Background: an optimization exercise with open tools, aiming at small area, a short achievable clock period and few clock cycles. Do not read the settings as production practice.
The RTL was checked by simulation tests, not by an equivalence proof against the original design.
Power figures rest on the tool's default switching activity, not on a simulated workload.

$ cat design/flow/run.sh
#!/bin/bash
# synth_recipe.tcl (not shown) runs the flow's synth.tcl, then flattens the netlist and writes it again
# the make line also repeats each setting of config.mk as NAME=value (left out here)
make -C /OpenROAD-flow-scripts/flow DESIGN_CONFIG=/design/flow/config.mk WORK_HOME=/design/flow/orfs CLKGATE_MAP_FILE= SYNTH_SCRIPT=/design/flow/synth_recipe.tcl finish
$ cat design/flow/config.mk
export PLATFORM = sky130hd
export DESIGN_NAME = LASER
export DESIGN_NICKNAME = LASER
export VERILOG_FILES = /design/flow/design.v
export SDC_FILE = /design/flow/constraint.sdc
export NUM_CORES = 4
export LEC_CHECK = 0
export CAP_MARGIN = 20
export CORE_MARGIN = 2
export CORE_UTILIZATION = 40
export SLEW_MARGIN = 20
$ cat design/flow/constraint.sdc
create_clock -name core_clock -period 10.0 [get_ports {CLK}]
set_input_delay 2.0000 -clock core_clock [delete_from_list [all_inputs] [get_ports {CLK}]]
set_output_delay 2.0000 -clock core_clock [all_outputs]
set_load 0.01 [all_outputs]
$ cat design/flow/design.v
module LASER (
    input CLK,
    input RST,
    input [3:0] X,
    input [3:0] Y,
    output reg [3:0] C1X,
    output reg [3:0] C1Y,
    output reg [3:0] C2X,
    output reg [3:0] C2Y,
    output reg DONE
);
    reg [3:0] target_x [0:39];  
    reg [3:0] target_y [0:39];
    reg [15:0] input_count;  
    parameter STATE_INPUT          = 4'd0,  
              STATE_INIT           = 4'd1,  
              STATE_ITER_C2_INIT   = 4'd2,  
              STATE_ITER_C2_CALC   = 4'd3,  
              STATE_ITER_C2_UPDATE = 4'd4,
              STATE_ITER_C2_DONE   = 4'd5,
              STATE_ITER_C1_INIT   = 4'd6,
              STATE_ITER_C1_CALC   = 4'd7,
              STATE_ITER_C1_UPDATE = 4'd8,
              STATE_ITER_C1_DONE   = 4'd9,
              STATE_CHECK          = 4'd10,
              STATE_OUTPUT         = 4'd11;
        reg [3:0] state;
        reg [3:0] bestC1X, bestC1Y;
        reg [3:0] bestC2X, bestC2Y; 
        reg [3:0] oldC1X, oldC1Y;
        reg [3:0] oldC2X, oldC2Y;
        reg [3:0] cand_x, cand_y;
        reg [5:0] targ_idx;  
        reg [5:0] temp_count;   
        reg [5:0] best_count;   
        reg [3:0] temp_bestX, temp_bestY;
        function automatic in_circle;  
            input [3:0] cx, cy;  
            input [3:0] tx, ty;  
            reg [3:0] dx, dy;  
            reg [8:0] distance;
            begin
                dx = (tx >= cx) ? (tx - cx) : (cx - tx);
                dy = (ty >= cy) ? (ty - cy) : (cy - ty);
                distance = dx * dx + dy * dy;
                in_circle = (distance <= 9'd16) ? 1'b1 : 1'b0 ;  
            end
        endfunction
        always @(posedge CLK) begin
            if (RST) begin
                state       <= STATE_INPUT;
                input_count <= 0;
                DONE        <= 0;
                C1X         <= 0;
                C1Y         <= 0;
                C2X         <= 0;
                C2Y         <= 0;
                bestC1X     <= 0;
                bestC1Y     <= 0;
                bestC2X     <= 0;
                bestC2Y     <= 0;
                oldC1X      <= 0;
                oldC1Y      <= 0;
                oldC2X      <= 0;
                oldC2Y      <= 0;
            end else begin
                case(state)
                STATE_INPUT: begin  
                    DONE <= 0;
                    target_x[input_count] <= X;
                    target_y[input_count] <= Y;
                    input_count <= input_count + 1;
                    if(input_count == 6'd39) begin
                        input_count <= 0;
                        state <= STATE_INIT;   
                    end
                end
                STATE_INIT: begin
                    bestC1X <= 4'd0; bestC1Y <= 4'd0;
                    bestC2X <= 4'd15; bestC2Y <= 4'd15;
                    oldC1X <= 4'd0; oldC1Y <= 4'd0;
                    oldC2X <= 4'd15; oldC2Y <= 4'd15;  
                    state <= STATE_ITER_C2_INIT;
                end
                STATE_ITER_C2_INIT: begin
                    cand_x <= 2;  
                    cand_y <= 2;
                    targ_idx <= 0;
                    best_count <= 0;
                    temp_count <= 0;
                    temp_bestX <= 0;
                    temp_bestY <= 0;
                    state <= STATE_ITER_C2_CALC;
                end
                STATE_ITER_C2_CALC: begin  
                    if(in_circle(bestC1X, bestC1Y, target_x[targ_idx], target_y[targ_idx]) ||
                       in_circle(cand_x, cand_y, target_x[targ_idx], target_y[targ_idx]))
                        temp_count <= temp_count + 1;
                    targ_idx <= targ_idx + 1;
                    if(targ_idx == 6'd39) state <= STATE_ITER_C2_UPDATE;
                end
                STATE_ITER_C2_UPDATE: begin  
                    if(temp_count > best_count)begin
                        best_count <= temp_count;
                        temp_bestX <= cand_x;
                        temp_bestY <= cand_y;
                    end
                    temp_count <= 0;
                    targ_idx <= 0;
                    if(cand_x < 4'd13) begin 
                        cand_x <= cand_x + 1;
                        state <= STATE_ITER_C2_CALC;
                    end
                    else begin
                        cand_x <= 2;
                        if (cand_y < 4'd13) begin 
                            cand_y <= cand_y + 1;
                            state <= STATE_ITER_C2_CALC;
                        end
                        else begin  
                            bestC2X <= (temp_count > best_count) ? cand_x : temp_bestX;  
                            bestC2Y <= (temp_count > best_count) ? cand_y : temp_bestY;
                            state <= STATE_ITER_C2_DONE;
                        end
                    end
                end
                STATE_ITER_C2_DONE: begin
                    state <= STATE_ITER_C1_INIT;  
                end
                STATE_ITER_C1_INIT: begin
                    cand_x   <= 2;
                    cand_y   <= 2;
                    targ_idx <= 0;
                    best_count <= 0;
                    temp_count <= 0;
                    temp_bestX <= 0;
                    temp_bestY <= 0;
                    state <= STATE_ITER_C1_CALC;
                end
                STATE_ITER_C1_CALC: begin
                    if (in_circle(cand_x, cand_y, target_x[targ_idx], target_y[targ_idx]) ||
                        in_circle(bestC2X, bestC2Y, target_x[targ_idx], target_y[targ_idx]) )
                        temp_count <= temp_count + 1;
                    targ_idx <= targ_idx + 1;
                    if(targ_idx == 6'd39) begin
                        state <= STATE_ITER_C1_UPDATE;
                    end
                end
                STATE_ITER_C1_UPDATE: begin
                    if(temp_count > best_count) begin
                        best_count <= temp_count;
                        temp_bestX <= cand_x;
                        temp_bestY <= cand_y;
                    end
                    temp_count <= 0;
                    targ_idx <= 0;
                    if(cand_x < 4'd13) begin
                        cand_x <= cand_x + 1;
                        state <= STATE_ITER_C1_CALC;
                    end
                    else begin
                        cand_x <= 2;
                        if(cand_y < 4'd13) begin
                            cand_y <= cand_y + 1;
                            state <= STATE_ITER_C1_CALC;
                        end
                        else begin
                            bestC1X <= (temp_count > best_count) ? cand_x : temp_bestX;  
                            bestC1Y <= (temp_count > best_count) ? cand_y : temp_bestY;
                            state <= STATE_ITER_C1_DONE;
                        end
                    end
                end
                STATE_ITER_C1_DONE: begin
                    state <= STATE_CHECK;
                end
                STATE_CHECK: begin
                    if((bestC1X != oldC1X) || (bestC1Y != oldC1Y) ||
                    (bestC2X != oldC2X) || (bestC2Y != oldC2Y)) begin
                        oldC1X <= bestC1X;
                        oldC1Y <= bestC1Y;
                        oldC2X <= bestC2X;
                        oldC2Y <= bestC2Y;
                        state <= STATE_ITER_C2_INIT;
                    end
                    else begin
                        state <= STATE_OUTPUT;
                    end
                end
                STATE_OUTPUT: begin
                    C1X  <= bestC1X;
                    C1Y  <= bestC1Y;
                    C2X  <= bestC2X;
                    C2Y  <= bestC2Y;
                    DONE <= 1;  
                    state <= STATE_INPUT;
                end        
                endcase
            end
        end
endmodule
==> metrics.md <==
| Metric | Value |
|---|---|
| Post-route insts no fill | 2,256 |
| Clock power frac | 0.300 |
| Cell area power density | 237 nW/um^2 |
| Synth cell types | 63 |
| CP Buf/Inv Count | 5 |
| Reg power frac | 0.368 |
| Clk buf depth | 3 |
| Max rail drop VDD | 212 uV |
| Main combinational cell family by area after synthesis | adder cells |
| Crit-path max cell delay | 0.67 ns |
| Max_cap viols | 0 |
| Leakage power | 8.18 nW |
| CTS tree | built |
| DP Wirelength | 31,500 um |
| Largest cells by area after synthesis | edfxtp_1, mux4_2, dfxtp_1 |
| Power Internal | 3.74 mW |
| Crit. End Element | register |
| Final WL | 45,300 um |
| DR iter-0 viols | 819 |
| EDFF count, synth | 354 |
| Clock-pin slew on the worst setup and hold paths | 0.06 ns |
| Min Hold Slack | 0.454 ns |
| Share of the synthesized area in the top cell type | 0.509 |
| Crit path DAT | 9.20 ns |
| RePlAce Congestion | 0.875 |
| CP Class | reg -> reg |
| Tot GR Track Use | 0.172 |
| Worst Tran Pin Value | 0.952 ns |
| First-pass iteration count of the detailed router | 5 |
| Post-CTS Setup Repair Bufs | 0 |
| Fillers | 4,619 |
| Root Buffer | clkbuf_16 |
| Total die area | 54,100 um^2 |
| First-pass GRT wire length | 71,000 um |
| Share of cells above drive strength 1 | 0.133 |
| Slowest CP cell | dfxtp_4 |
| Most Frequent Cell on Critical Path | fa_1 |
| Die height | 233 um |
| Die X | 233 um |
| Post-synth top area cell | edfxtp_1 |
| Status | timing/DRC/antenna clean |
| Sequential fraction of the synthesis area | 0.581 |
| Critical Path RT | 10.26 ns |
| Adder-Cell Fraction of Synth Area | 0.109 |
| Comb pwr share | 0.333 |
| Compound-cell area share of the yosys netlist | 0.0692 |
| Top Layer Used | met5 |
| Clock Latency Late Sink | 0.59 ns |
| Synth Area in Simple Gates | 0.0798 |
| Post-Synth XOR/XNOR Area | 0.0214 |
| Total grt overflow | 0 |
| Count of buffers from port buffering | 26 |
| Syn Nets | 1,671 |
| Vias in the first global route | 12.5k |
| Switching pwr | 1.80 mW |
| Row count | 83 |
| Syn Area/Cell | 13.9 um^2 |
| Metal2 WL | 22,300 um |
| RSZ-0062 raised after global routing | no |
| Ys flop type | edfxtp_1 |
| Setup crit start kind | register |
| # nets final | 1,706 |
| Detail Route Antenna Nets | 0 |
| Critical path depth | 29 |
| Vias | 12.0k |
| Ports | 27 |
| Via density | 5.34 |
| Slew HR | 0.363 |
| Pins Over Slew Limit | 0 |
| Area Overhead vs Synth | 12.0% |
| Hold/Removal Path Class | reg -> reg |
| Hold path depth | 2 |
| Initial Util | 0.406 |
| Sw Share | 0.325 |
| Asr flop ratio synth | 0 |
| TritonCTS buffer count | 46 |
| Number of antenna violations at the first check in global routing | 1 |
| Total of warnings raised by yosys | 1 |
| CTS sink cnt | 429 |
| Hold-fix buffers, CTS | 0 |
| DRC viols | 0 |
| PostCTS Resize Cnt | 0 |
| Worst r2r path cells | 29 |
| Syn Inst Count | 1,506 |
| Hold Vio Cnt, Final | 0 |
| Diodes inserted | 0 |
| Final period util | 0.894 |
| Dpl cells | 2,173 |
| Period minus WS final | 8.94 ns |
| Post-synthesis cell area | 20,900 um^2 |
| CP top delay family | adder cells |
| Final Setup Violations | 0 |
| CP Max Fanout | 33 |
| Core Area | 51,500 um^2 |
| Final Skew | 0.0231 ns |
| Fmax | 112 MHz |
| Routed wl met3 | 1960 um |
| Yosys reg bits | 429 |
| Multiplexer area fraction after synthesis | 0.105 |
| Setup TNS Final | 0 ns |
| Post-Route M1 WL | 19,400 um |
| Htree depth | 2 |
| Average wire per standard cell | 20.1 um |
| Pin count of the biggest net entering global routing | 62 |
==> cells in the mapped netlist, types with 7 or more instances <==
cell and number:
buf_2 16, nand3b_1 17, a21o_1 23, dfxtp_1 75, a31oi_1 7, inv_1 112
a22oi_1 32, nand3_1 20, o21bai_1 7, nor2_1 141, xnor2_1 36, and2_1 9
inv_2 7, or2_2 9, a211oi_1 17, nor3_1 13, mux4_2 80, xor2_1 15
nor2b_1 7, nand2b_1 11, mux2i_1 26, edfxtp_1 354, ha_1 110, mux2_2 12
o21ai_0 25, nand2_1 87, buf_1 9, clkbuf_1 30, fa_1 45, nor4_1 7
a21oi_1 80
==> flip-flops by register name (all words and copies together), names as in the netlist, 6 cells and up, named ones only <==
name	cells
target_y	160
best_count	6
input_count	16
target_x	160
targ_idx	6
temp_count	6
==> cell usage in the layout (no fill, tap or decap), types with 9 or more instances in the layout <==
cell,n
a211oi_1,17
nand2b_1,11
a21o_1,23
or2_2,9
ha_1,110
a22oi_1,32
o21ai_0,25
nand3b_1,17
fa_1,45
inv_1,112
buf_4,18
nand3_1,20
xor2_1,15
clkbuf_1,17
nand2_1,87
nor3_1,12
dfxtp_1,72
mux2i_1,26
edfxtp_1,354
and2_1,9
nor2_1,141
clkdlybuf4s50_1,25
mux4_2,80
mux2_2,12
clkbuf_16,47
a21oi_1,80
xnor2_1,36
==> logic make-up after synthesis <==
family	count (synthesis)
xor gates and xnor gates	51
DFF	429
AOI/OAI and AO/OA	220
and+or+nand+nor	353
muxes	118
buffers and inverters	180
adders and majority gates	155
==> power by group through the flow <==
stage	logic [mW]	clock network (mW)	registers, mW
after floorplan	1.44	0	2.04
after global placement	1.81	0	2.07
after detailed placement	1.87	0	2.08
after CTS	1.88	1.70	2.04
after global routing	2.11	1.77	2.04
final	1.84	1.66	2.04
==> final cells by class <==
type                       instances  area [um^2]  share of cell area
sequential                       429        12100               0.519
multi-input combinational        897         8040               0.344
clock buffer                      65         1250              0.0536
tap                              680          851              0.0364
timing repair buffer              47          450              0.0192
inverter                         120          450              0.0192
clock inverter                    18          218             0.00930
==> metal layers <==
layer	global-route usage	up-vias
met3	0.0265	83
li1	-	5626
met2	0.296	242
met4	0.0689	2
met5	0	-
met1	0.217	6092
==> stage by stage <==
stage / power (mW) / util / setup WS, ns / area [um^2]
after floorplan: 3.48 / - / 2.19 / 20900
after global placement: 3.88 / 0.426 / 1.17 / 21900
after detailed placement: 3.94 / 0.426 / 0.997 / 21900
after CTS: 5.62 / 0.454 / 0.972 / 23400
after global routing: 5.92 / 0.454 / 0.473 / 23400
final: 5.54 / 0.454 / 1.06 / 23400
==> worst min-delay path, stage by stage (launching register included) <==
cell	delay, ns
dfxtp_1	0.31
nand2_1	0.05
a21oi_1	0.05
==> worst paths after layout <==
| check | endpoint | start | slack (ns) |
|---|---|---|---|
| max | temp_count[2] | register | 1.06 |
| max reg2reg | temp_count[2] | register | 1.06 |
| min | C1X[1] | C1X[1] | 0.45 |
| min reg2reg | C1X[1] | C1X[1] | 0.45 |
Testbench counts, summed over its fixed seeds: cycles 4,342,091.

==> separate check: timing with driven ports <==
No port has a modelled driver above. Below, the same layout with a new extraction and two added sets of constraints.
Step 1: set_driving_cell puts a clkbuf_16 on CLK and a buf_2 on each other input, an assumption about the parent block.
Step 2 adds t to the input delays and takes it off the output delays; t is the mean of the earliest and latest rising clock arrival at the registers after step 1. Input paths then give back, and output paths get back, about the clock's delay inside the block.
Slacks: ideal / step 1 / step 2; pairs: ideal / step 1.
t (ns): 0.631
slack for setup (ns): 1.061 / 1.061 / 1.061
clock arrival spread, ns: 0.026 / 0.025
worst data-port slew with drivers (ns): 0.03
pins driven straight from the clock port: 1
After both steps setup and hold are still met in this run. The setup slack of this run moves by 0.000 ns with the drivers and by 0.000 ns with both steps.
